From an optimization exercise on the open Yosys and OpenROAD flow, aimed at small area and a short achievable clock period; shortcuts taken in it are not production practice. At most, simulation tests tie the RTL to the original design; equivalence was not proved. Power figures rest on the tool's default switching activity, not on a simulated workload.

==> inputs of exp/pepper <==
==> flow/design.v (excerpt) <==
module top
(
    input rst,
    input clk,
    input button,
    output [5:0] leds,
    output [7:0] imem_addr,
    input [7:0] imem_data
);
==> module register_file, before the edit <==
module register_file
(
    input            clk,
    input            rst,
    input      [3:0] ld_we,
    input      [3:0] alu_we,
    input      [7:0] r_data,
    input      [7:0] wdata,
    output reg [7:0] q0,
    output reg [7:0] q1,
    output reg [7:0] q2,
    output reg [7:0] q3
);
wire [3:0] keep = ~(ld_we | alu_we);
always @(posedge clk or posedge rst) begin
    if (rst) begin
        q0 <= 8'd0;
        q1 <= 8'd0;
        q2 <= 8'd0;
        q3 <= 8'd0;
    end else begin
        q0 <= ({8{ld_we[0]}} & r_data) | ({8{alu_we[0]}} & wdata) | ({8{keep[0]}} & q0);
        q1 <= ({8{ld_we[1]}} & r_data) | ({8{alu_we[1]}} & wdata) | ({8{keep[1]}} & q1);
        q2 <= ({8{ld_we[2]}} & r_data) | ({8{alu_we[2]}} & wdata) | ({8{keep[2]}} & q2);
        q3 <= ({8{ld_we[3]}} & r_data) | ({8{alu_we[3]}} & wdata) | ({8{keep[3]}} & q3);
    end
end
endmodule
==> module alu, before the edit <==
module alu 
# 
(
    parameter WIDTH = 8
)
(
    input wire [WIDTH - 1 : 0] a,
    input wire [WIDTH - 1 : 0] b,
    output reg [WIDTH - 1 : 0] c,
    input wire [1:0] op,
    output wire gt
);
assign gt = a > b;
always @ (a or b or op) begin
    case (op)
        2'b00: c = a + b;
        2'b01: c = ~(a & b);
        default: c = a >> b;
    endcase
end
endmodule
==> module top, before the edit <==
module top
(
    input rst,
    input clk,
    input button,
    output [5:0] leds,
    output [7:0] imem_addr,
    input [7:0] imem_data
);
reg [7:0] pc;
reg       flag;
wire [7:0] ra, rb, rc, rd;
reg       clr;
wire [7:0] I  = imem_data;
wire [2:0] op = I[7:5];
wire is_bgt = (op == 3'd3);
wire is_ld  = (op == 3'd4);
wire is_str = (op == 3'd5);
wire is_ldc = op[2] & op[1];
wire [1:0] s1 = is_ldc ? {1'b0, I[4]} : I[4:3];
wire [1:0] s2 = I[2:1];
reg [7:0] a, b;
always @(*) begin
    case (s1)
        2'd0: a = ra;
        2'd1: a = rb;
        2'd2: a = rc;
        default: a = rd;
    endcase
    case (s2)
        2'd0: b = ra;
        2'd1: b = rb;
        2'd2: b = rc;
        default: b = rd;
    endcase
end
wire [3:0] s2_oh = 4'd1 << s2;
wire [15:0] lo_r [0:3];
wire [15:0] hi_r [0:3];
genvar gi;
generate
    for (gi = 0; gi < 16; gi = gi + 1) begin : pre_g
        assign lo_r[0][gi] = (ra[3:0] == gi);
        assign lo_r[1][gi] = (rb[3:0] == gi);
        assign lo_r[2][gi] = (rc[3:0] == gi);
        assign lo_r[3][gi] = (rd[3:0] == gi);
        assign hi_r[0][gi] = (ra[7:4] == gi);
        assign hi_r[1][gi] = (rb[7:4] == gi);
        assign hi_r[2][gi] = (rc[7:4] == gi);
        assign hi_r[3][gi] = (rd[7:4] == gi);
    end
endgenerate
wire [15:0] lo_sel = ({16{s2_oh[0]}} & lo_r[0]) | ({16{s2_oh[1]}} & lo_r[1]) |
                     ({16{s2_oh[2]}} & lo_r[2]) | ({16{s2_oh[3]}} & lo_r[3]);
wire [15:0] hi_sel = ({16{s2_oh[0]}} & hi_r[0]) | ({16{s2_oh[1]}} & hi_r[1]) |
                     ({16{s2_oh[2]}} & hi_r[2]) | ({16{s2_oh[3]}} & hi_r[3]);
wire [255:0] sel;
generate
    for (gi = 0; gi < 256; gi = gi + 1) begin : sel_g
        assign sel[gi] = hi_sel[gi / 16] & lo_sel[gi % 16];
    end
endgenerate
wire [7:0] rd_n [0:254];
wire [7:0] mem_q [0:254];
generate
    for (gi = 0; gi < 255; gi = gi + 1) begin : byte_g
        wire we = is_str & sel[gi];
        mem_byte u (.clk(clk), .we(we), .hold(~(we | clr)), .sel(sel[gi]),
                    .wd(a), .q(mem_q[gi]), .rd_n(rd_n[gi]));
    end
endgenerate
reg [7:0] mem_rd;
integer k;
always @(*) begin
    mem_rd = 8'd0;
    for (k = 0; k < 255; k = k + 1)
        mem_rd = mem_rd | ~rd_n[k];
end
wire [7:0] r_data = (mem_rd & {8{~clr}}) | {7'b0, sel[255] & button};
assign leds = ~{mem_q[254][0], mem_q[253][0], mem_q[252][0],
                mem_q[251][0], mem_q[250][0], mem_q[249][0]} | {6{clr}};
wire [7:0] sum  = a + b;
wire [7:0] nnd  = ~(a & b);
wire [7:0] shr  = (b[7:3] != 5'd0) ? 8'd0 : (a >> b[2:0]);
wire       gt   = a > b;
reg [7:0] wdata;
always @(*) begin
    case (op)
        3'd1: wdata = nnd;
        3'd2: wdata = shr;
        3'd6: wdata = {a[7:4], I[3:0]};
        3'd7: wdata = {I[3:0], a[3:0]};
        default: wdata = sum;
    endcase
end
wire [3:0] s1_oh  = 4'd1 << s1;
wire       wr_alu = ~(is_bgt | is_str | is_ld);
register_file regs (.clk(clk), .rst(rst),
                    .ld_we(s1_oh & {4{is_ld}}), .alu_we(s1_oh & {4{wr_alu}}),
                    .r_data(r_data), .wdata(wdata),
                    .q0(ra), .q1(rb), .q2(rc), .q3(rd));
wire [7:0] off  = I[4] ? (8'd0 - {4'd0, I[3:0]}) : {4'd0, I[3:0]};
wire       take = is_bgt & flag;
wire [7:0] pc_next = pc + (take ? off : 8'd1);
always @(posedge clk or posedge rst) begin
    if (rst) begin
        pc   <= 8'd0;
        flag <= 1'b0;
        clr  <= 1'b1;
    end else begin
        pc   <= pc_next;
        flag <= gt;
        clr  <= 1'b0;
    end
end
assign imem_addr = pc;
endmodule
==> module mem_byte, before the edit <==
module mem_byte
(
    input            clk,
    input            we,
    input            hold,
    input            sel,
    input      [7:0] wd,
    output reg [7:0] q,
    output     [7:0] rd_n
);
always @(posedge clk)
    q <= ({8{we}} & wd) | ({8{hold}} & q);
assign rd_n = ~({8{sel}} & q);
endmodule
clock: 7.5 ns
lec_check: 0
cap_margin: 20
core_margin: 2
core_utilization: 55
place_density: 0.65
setup_slack_margin: 3.0
slew_margin: 20
synth_hierarchical: 1
run.sh (not shown) runs the stock make flow with config.mk's settings and CLKGATE_MAP_FILE= SYNTH_SCRIPT=/design/flow/synth_recipe.tcl, a recipe that flattens the netlist after the stock synthesis.
==> exp/quartz (differences from exp/pepper) <==
--- a/flow/design.v
+++ b/flow/design.v
@@ -58,16 +58,17 @@
 (
     input            clk,
     input            rst,
-    input      [3:0] ld_we,
-    input      [3:0] alu_we,
-    input      [7:0] r_data,
-    input      [7:0] wdata,
+    input      [3:0] ldm_we,
+    input      [7:0] mem_rd,
+    input      [7:0] rest0,
+    input      [7:0] rest1,
+    input      [7:0] rest2,
+    input      [7:0] rest3,
     output reg [7:0] q0,
     output reg [7:0] q1,
     output reg [7:0] q2,
     output reg [7:0] q3
 );
-wire [3:0] keep = ~(ld_we | alu_we);
 always @(posedge clk or posedge rst) begin
     if (rst) begin
         q0 <= 8'd0;
@@ -75,33 +76,63 @@
         q2 <= 8'd0;
         q3 <= 8'd0;
     end else begin
-        q0 <= ({8{ld_we[0]}} & r_data) | ({8{alu_we[0]}} & wdata) | ({8{keep[0]}} & q0);
-        q1 <= ({8{ld_we[1]}} & r_data) | ({8{alu_we[1]}} & wdata) | ({8{keep[1]}} & q1);
-        q2 <= ({8{ld_we[2]}} & r_data) | ({8{alu_we[2]}} & wdata) | ({8{keep[2]}} & q2);
-        q3 <= ({8{ld_we[3]}} & r_data) | ({8{alu_we[3]}} & wdata) | ({8{keep[3]}} & q3);
-    end
-end
-endmodule
-module alu 
-# 
-(
-    parameter WIDTH = 8
-)
-(
-    input wire [WIDTH - 1 : 0] a,
-    input wire [WIDTH - 1 : 0] b,
-    output reg [WIDTH - 1 : 0] c,
-    input wire [1:0] op,
-    output wire gt
-);
-assign gt = a > b;
-always @ (a or b or op) begin
-    case (op)
-        2'b00: c = a + b;
-        2'b01: c = ~(a & b);
-        default: c = a >> b;
-    endcase
-end
+        q0 <= ({8{ldm_we[0]}} & mem_rd) | rest0;
+        q1 <= ({8{ldm_we[1]}} & mem_rd) | rest1;
+        q2 <= ({8{ldm_we[2]}} & mem_rd) | rest2;
+        q3 <= ({8{ldm_we[3]}} & mem_rd) | rest3;
+    end
+end
+endmodule
+module t_nand4
+(
+    input  [7:0] a0,
+    input  [7:0] a1,
+    input  [7:0] a2,
+    input  [7:0] a3,
+    output [7:0] y
+);
+assign y = ~(a0 & a1 & a2 & a3);
+endmodule
+module t_nand3
+(
+    input  [7:0] a0,
+    input  [7:0] a1,
+    input  [7:0] a2,
+    output [7:0] y
+);
+assign y = ~(a0 & a1 & a2);
+endmodule
+module t_nor2
+(
+    input  [7:0] a0,
+    input  [7:0] a1,
+    output [7:0] y
+);
+assign y = ~(a0 | a1);
+endmodule
+module t_selgen
+(
+    input  [3:0]  s,
+    input  [15:0] r0,
+    input  [15:0] r1,
+    input  [15:0] r2,
+    input  [15:0] r3,
+    output [15:0] y_n
+);
+wire [15:0] p_n = ~(({16{s[0]}} & r0) | ({16{s[1]}} & r1));
+wire [15:0] q_n = ~(({16{s[2]}} & r2) | ({16{s[3]}} & r3));
+assign y_n = ~(~p_n | ~q_n);
+endmodule
+module t_mux4oh
+(
+    input  [3:0] s,
+    input  [7:0] r0,
+    input  [7:0] r1,
+    input  [7:0] r2,
+    input  [7:0] r3,
+    output [7:0] y
+);
+assign y = ({8{s[0]}} & r0) | ({8{s[1]}} & r1) | ({8{s[2]}} & r2) | ({8{s[3]}} & r3);
 endmodule
 module control_unit
 (
@@ -187,33 +218,50 @@
         assign hi_r[3][gi] = (rd[7:4] == gi);
     end
 endgenerate
-wire [15:0] lo_sel = ({16{s2_oh[0]}} & lo_r[0]) | ({16{s2_oh[1]}} & lo_r[1]) |
-                     ({16{s2_oh[2]}} & lo_r[2]) | ({16{s2_oh[3]}} & lo_r[3]);
-wire [15:0] hi_sel = ({16{s2_oh[0]}} & hi_r[0]) | ({16{s2_oh[1]}} & hi_r[1]) |
-                     ({16{s2_oh[2]}} & hi_r[2]) | ({16{s2_oh[3]}} & hi_r[3]);
+wire [15:0] lo_sel_n, hi_sel_n;
+t_selgen lo_gen (.s(s2_oh), .r0(lo_r[0]), .r1(lo_r[1]), .r2(lo_r[2]), .r3(lo_r[3]), .y_n(lo_sel_n));
+t_selgen hi_gen (.s(s2_oh), .r0(hi_r[0]), .r1(hi_r[1]), .r2(hi_r[2]), .r3(hi_r[3]), .y_n(hi_sel_n));
 wire [255:0] sel;
 generate
     for (gi = 0; gi < 256; gi = gi + 1) begin : sel_g
-        assign sel[gi] = hi_sel[gi / 16] & lo_sel[gi % 16];
-    end
-endgenerate
+        assign sel[gi] = ~(hi_sel_n[gi / 16] | lo_sel_n[gi % 16]);
+    end
+endgenerate
+wire [3:0] s1w_oh = 4'd1 << I[4:3];
+wire [7:0] wd;
+t_mux4oh wd_mux (.s(s1w_oh), .r0(ra), .r1(rb), .r2(rc), .r3(rd), .y(wd));
 wire [7:0] rd_n [0:254];
 wire [7:0] mem_q [0:254];
 generate
     for (gi = 0; gi < 255; gi = gi + 1) begin : byte_g
         wire we = is_str & sel[gi];
         mem_byte u (.clk(clk), .we(we), .hold(~(we | clr)), .sel(sel[gi]),
-                    .wd(a), .q(mem_q[gi]), .rd_n(rd_n[gi]));
-    end
-endgenerate
-reg [7:0] mem_rd;
-integer k;
-always @(*) begin
-    mem_rd = 8'd0;
-    for (k = 0; k < 255; k = k + 1)
-        mem_rd = mem_rd | ~rd_n[k];
-end
-wire [7:0] r_data = (mem_rd & {8{~clr}}) | {7'b0, sel[255] & button};
+                    .wd(wd), .q(mem_q[gi]), .rd_n(rd_n[gi]));
+    end
+endgenerate
+wire [7:0] l1 [0:63];
+wire [7:0] l2 [0:31];
+wire [7:0] l3 [0:7];
+wire [7:0] l4 [0:3];
+wire [7:0] mem_rd;
+generate
+    for (gi = 0; gi < 63; gi = gi + 1) begin : l1_g
+        t_nand4 u (.a0(rd_n[4*gi]), .a1(rd_n[4*gi+1]), .a2(rd_n[4*gi+2]),
+                   .a3(rd_n[4*gi+3]), .y(l1[gi]));
+    end
+    for (gi = 0; gi < 32; gi = gi + 1) begin : l2_g
+        t_nor2 u (.a0(l1[2*gi]), .a1(l1[2*gi+1]), .y(l2[gi]));
+    end
+    for (gi = 0; gi < 8; gi = gi + 1) begin : l3_g
+        t_nand4 u (.a0(l2[4*gi]), .a1(l2[4*gi+1]), .a2(l2[4*gi+2]),
+                   .a3(l2[4*gi+3]), .y(l3[gi]));
+    end
+    for (gi = 0; gi < 4; gi = gi + 1) begin : l4_g
+        t_nor2 u (.a0(l3[2*gi]), .a1(l3[2*gi+1]), .y(l4[gi]));
+    end
+endgenerate
+t_nand3 l1_last (.a0(rd_n[252]), .a1(rd_n[253]), .a2(rd_n[254]), .y(l1[63]));
+t_nand4 l5 (.a0(l4[0]), .a1(l4[1]), .a2(l4[2]), .a3(l4[3]), .y(mem_rd));
 assign leds = ~{mem_q[254][0], mem_q[253][0], mem_q[252][0],
                 mem_q[251][0], mem_q[250][0], mem_q[249][0]} | {6{clr}};
 wire [7:0] sum  = a + b;
@@ -232,9 +280,25 @@
 end
 wire [3:0] s1_oh  = 4'd1 << s1;
 wire       wr_alu = ~(is_bgt | is_str | is_ld);
-register_file regs (.clk(clk), .rst(rst),
-                    .ld_we(s1_oh & {4{is_ld}}), .alu_we(s1_oh & {4{wr_alu}}),
-                    .r_data(r_data), .wdata(wdata),
+wire [3:0] ldm_we = s1_oh & {4{is_ld & ~clr}};
+wire [3:0] ld_we  = s1_oh & {4{is_ld}};
+wire [3:0] alu_we = s1_oh & {4{wr_alu}};
+wire [3:0] keep   = ~(ld_we | alu_we);
+wire [7:0] btn8   = {7'b0, sel[255] & button};
+wire [7:0] rq [0:3];
+wire [7:0] rest [0:3];
+assign rq[0] = ra;
+assign rq[1] = rb;
+assign rq[2] = rc;
+assign rq[3] = rd;
+generate
+    for (gi = 0; gi < 4; gi = gi + 1) begin : rest_g
+        assign rest[gi] = ({8{ld_we[gi]}} & btn8) | ({8{alu_we[gi]}} & wdata) |
+                          ({8{keep[gi]}} & rq[gi]);
+    end
+endgenerate
+register_file regs (.clk(clk), .rst(rst), .ldm_we(ldm_we), .mem_rd(mem_rd),
+                    .rest0(rest[0]), .rest1(rest[1]), .rest2(rest[2]), .rest3(rest[3]),
                     .q0(ra), .q1(rb), .q2(rc), .q3(rd));
 wire [7:0] off  = I[4] ? (8'd0 - {4'd0, I[3:0]}) : {4'd0, I[3:0]};
 wire       take = is_bgt & flag;
- CTS_CLUSTER_DIAMETER: unset -> 100
- CTS_CLUSTER_SIZE: unset -> 24
- SETUP_SLACK_MARGIN: 3.0 -> 4.5
==> exp/amber (differences from exp/pepper) <==
--- a/flow/design.v
+++ b/flow/design.v
@@ -45,41 +45,63 @@
     input            clk,
     input            we,
     input            hold,
-    input            sel,
     input      [7:0] wd,
-    output reg [7:0] q,
-    output     [7:0] rd_n
+    output reg [7:0] q
 );
 always @(posedge clk)
     q <= ({8{we}} & wd) | ({8{hold}} & q);
-assign rd_n = ~({8{sel}} & q);
+endmodule
+module mem_tri
+(
+    input        clk,
+    input  [2:0] sel,
+    input        str,
+    input        clr,
+    input  [7:0] wd,
+    output [7:0] y_n,
+    output [2:0] bit0
+);
+wire [2:0] we   = sel & {3{str}};
+wire [2:0] hold = ~(we | {3{clr}});
+wire [7:0] q0, q1, q2;
+mem_byte b0 (.clk(clk), .we(we[0]), .hold(hold[0]), .wd(wd), .q(q0));
+mem_byte b1 (.clk(clk), .we(we[1]), .hold(hold[1]), .wd(wd), .q(q1));
+mem_byte b2 (.clk(clk), .we(we[2]), .hold(hold[2]), .wd(wd), .q(q2));
+assign bit0 = {q2[0], q1[0], q0[0]};
+assign y_n  = ~(({8{sel[0]}} & q0) | ({8{sel[1]}} & q1) | ({8{sel[2]}} & q2));
 endmodule
 module register_file
-(
-    input            clk,
-    input            rst,
-    input      [3:0] ld_we,
-    input      [3:0] alu_we,
-    input      [7:0] r_data,
-    input      [7:0] wdata,
-    output reg [7:0] q0,
-    output reg [7:0] q1,
-    output reg [7:0] q2,
-    output reg [7:0] q3
-);
-wire [3:0] keep = ~(ld_we | alu_we);
-always @(posedge clk or posedge rst) begin
-    if (rst) begin
-        q0 <= 8'd0;
-        q1 <= 8'd0;
-        q2 <= 8'd0;
-        q3 <= 8'd0;
-    end else begin
-        q0 <= ({8{ld_we[0]}} & r_data) | ({8{alu_we[0]}} & wdata) | ({8{keep[0]}} & q0);
-        q1 <= ({8{ld_we[1]}} & r_data) | ({8{alu_we[1]}} & wdata) | ({8{keep[1]}} & q1);
-        q2 <= ({8{ld_we[2]}} & r_data) | ({8{alu_we[2]}} & wdata) | ({8{keep[2]}} & q2);
-        q3 <= ({8{ld_we[3]}} & r_data) | ({8{alu_we[3]}} & wdata) | ({8{keep[3]}} & q3);
-    end
+#
+(
+parameter DATA_WIDTH = 8,
+parameter REGISTER_ID_WIDTH = 2
+)
+(
+    input [REGISTER_ID_WIDTH - 1 : 0] reg1,
+    input [REGISTER_ID_WIDTH - 1 : 0] reg2,
+    input [REGISTER_ID_WIDTH - 1 : 0] w_reg,
+    input [DATA_WIDTH - 1 : 0] w_data,
+    input w_en,
+    input clk,
+    input rst,
+    output [DATA_WIDTH - 1 : 0] read1,
+    output [DATA_WIDTH - 1 : 0] read2
+);
+reg [DATA_WIDTH - 1 : 0] data [0 : 2**REGISTER_ID_WIDTH - 1];
+integer i;
+assign read1 = data [reg1];
+assign read2 = data [reg2];
+always @ (posedge clk or posedge rst) begin
+    if (rst)
+    begin
+        for (i = 0; i < 2**REGISTER_ID_WIDTH; i = i + 1) begin
+            data[i] <= 0;
+        end
+    end else 
+    begin
+        if (w_en)
+            data [w_reg] <= w_data;
+    end 
 end
 endmodule
 module alu 
@@ -146,12 +168,11 @@
 );
 reg [7:0] pc;
 reg       flag;
-wire [7:0] ra, rb, rc, rd;
+reg [7:0] ra, rb, rc, rd;
 reg       clr;
 wire [7:0] I  = imem_data;
 wire [2:0] op = I[7:5];
 wire is_bgt = (op == 3'd3);
-wire is_ld  = (op == 3'd4);
 wire is_str = (op == 3'd5);
 wire is_ldc = op[2] & op[1];
 wire [1:0] s1 = is_ldc ? {1'b0, I[4]} : I[4:3];
@@ -174,7 +195,7 @@
 wire [3:0] s2_oh = 4'd1 << s2;
 wire [15:0] lo_r [0:3];
 wire [15:0] hi_r [0:3];
-genvar gi;
+genvar gi, gr;
 generate
     for (gi = 0; gi < 16; gi = gi + 1) begin : pre_g
         assign lo_r[0][gi] = (ra[3:0] == gi);
@@ -197,25 +218,23 @@
         assign sel[gi] = hi_sel[gi / 16] & lo_sel[gi % 16];
     end
 endgenerate
-wire [7:0] rd_n [0:254];
-wire [7:0] mem_q [0:254];
+wire [7:0] y_n [0:84];
+wire [2:0] bit0 [0:84];
 generate
-    for (gi = 0; gi < 255; gi = gi + 1) begin : byte_g
-        wire we = is_str & sel[gi];
-        mem_byte u (.clk(clk), .we(we), .hold(~(we | clr)), .sel(sel[gi]),
-                    .wd(a), .q(mem_q[gi]), .rd_n(rd_n[gi]));
+    for (gi = 0; gi < 85; gi = gi + 1) begin : tri_g
+        mem_tri u (.clk(clk), .sel(sel[3*gi+2:3*gi]), .str(is_str), .clr(clr),
+                   .wd(a), .y_n(y_n[gi]), .bit0(bit0[gi]));
     end
 endgenerate
 reg [7:0] mem_rd;
 integer k;
 always @(*) begin
     mem_rd = 8'd0;
-    for (k = 0; k < 255; k = k + 1)
-        mem_rd = mem_rd | ~rd_n[k];
+    for (k = 0; k < 85; k = k + 1)
+        mem_rd = mem_rd | ~y_n[k];
 end
 wire [7:0] r_data = (mem_rd & {8{~clr}}) | {7'b0, sel[255] & button};
-assign leds = ~{mem_q[254][0], mem_q[253][0], mem_q[252][0],
-                mem_q[251][0], mem_q[250][0], mem_q[249][0]} | {6{clr}};
+assign leds = ~{bit0[84], bit0[83]} | {6{clr}};
 wire [7:0] sum  = a + b;
 wire [7:0] nnd  = ~(a & b);
 wire [7:0] shr  = (b[7:3] != 5'd0) ? 8'd0 : (a >> b[2:0]);
@@ -223,19 +242,31 @@
 reg [7:0] wdata;
 always @(*) begin
     case (op)
+        3'd0: wdata = sum;
         3'd1: wdata = nnd;
         3'd2: wdata = shr;
+        3'd4: wdata = r_data;
         3'd6: wdata = {a[7:4], I[3:0]};
         3'd7: wdata = {I[3:0], a[3:0]};
         default: wdata = sum;
     endcase
 end
-wire [3:0] s1_oh  = 4'd1 << s1;
-wire       wr_alu = ~(is_bgt | is_str | is_ld);
-register_file regs (.clk(clk), .rst(rst),
-                    .ld_we(s1_oh & {4{is_ld}}), .alu_we(s1_oh & {4{wr_alu}}),
-                    .r_data(r_data), .wdata(wdata),
-                    .q0(ra), .q1(rb), .q2(rc), .q3(rd));
+wire wreg = ~(is_bgt | is_str);
+always @(posedge clk or posedge rst) begin
+    if (rst) begin
+        ra <= 8'd0;
+        rb <= 8'd0;
+        rc <= 8'd0;
+        rd <= 8'd0;
+    end else if (wreg) begin
+        case (s1)
+            2'd0: ra <= wdata;
+            2'd1: rb <= wdata;
+            2'd2: rc <= wdata;
+            default: rd <= wdata;
+        endcase
+    end
+end
 wire [7:0] off  = I[4] ? (8'd0 - {4'd0, I[3:0]}) : {4'd0, I[3:0]};
 wire       take = is_bgt & flag;
 wire [7:0] pc_next = pc + (take ? off : 8'd1);
- CTS_BUF_LIST: unset -> sky130_fd_sc_hd__clkbuf_4 sky130_fd_sc_hd__clkbuf_8
==> qor_table.md <==
| Parameter | Value |
| --- | --- |
| First drt pass iteration count | 12 |
| Instance area at placement | 80100 um2 |
| Total instance count after detailed placement | 8468 |
| Detailed-route wire length on metal 1 | 114000 um |
| Core footprint | 148000 um2 |
| Run status | timing/DRC/antenna clean |
| Portion of netlist area occupied by mux cells | 0.006604 |
the above is filed under exp/amber

==> qor_table.md <==
| Parameter | Value |
| --- | --- |
| Run status | timing/DRC/antenna clean |
| Top contributor to total power | registers |
| Number of cell instances on the worst register-to-register path | 14 |
| Instance area at placement | 83060 um2 |
| Worst-case setup slack after placement | 0.3218 ns |
| Vias per std cell | 6.522 |
| Worst Clk Skew | 0.04625 ns |
| Core footprint | 155700 um2 |
| Detailed-route wire length on metal 1 | 124100 um |
| Total instance count after detailed placement | 10.41k |
| Cell type with the highest aggregate area in the netlist | sky130_fd_sc_hd__dfxtp_1 |
| Portion of netlist area occupied by mux cells | 0.003071 |
| First drt pass iteration count | 6 |
the above is filed under exp/pepper

==> qor_table.md <==
| Parameter | Value |
| --- | --- |
| Run status | finished with violations |
| Layout check failures | max-slew violations |
| Instance area at placement | 86760 um2 |
| Number of cell instances on the worst register-to-register path | 14 |
| Core footprint | 158200 um2 |
| Detail Route Antenna Nets | 0 |
| Detailed-route wire length on metal 1 | 135300 um |
| Number of max-slew violations in the final report | 17 |
| Critical R2R Launch | regs.q1[5] |
| Total instance count after detailed placement | 10.72k |
| Portion of netlist area occupied by mux cells | 0.004070 |
the above is filed under exp/quartz

Function not checked in exp/pepper and exp/amber: the RTL went through the layout flow alone.

[re-timing with driven ports]
Ports are ideal in the flow. The routed layouts listed here were re-timed in OpenROAD.
Step 1 assumes that a clkbuf_16 drives the clock port and a buf_2 every other input.
Step 2 moves the port delays by t, midway between the first and last clock arrival at a register: inputs arrive t later, outputs are due t later. That takes back most of the time a late clock gives input paths.
a / b / c = ideal / step 1 / step 2; a / b = the first two.
run | shift t [ns] | setup WS [ns] | worst data-port slew with drivers (ns) | cell pins on the clock port's net
exp/pepper | 0.930 | 2.817 / 2.846 / 1.915 | 0.08 | 1
exp/quartz | 0.853 | 3.428 / 3.406 / 2.553 | 0.19 | 1
exp/amber | 1.070 | 2.670 / 2.556 / 1.486 | 0.19 | 1
For exp/amber, which loses most, drivers alone change the setup slack by -0.114 ns; drivers and shift together by -1.184 ns.
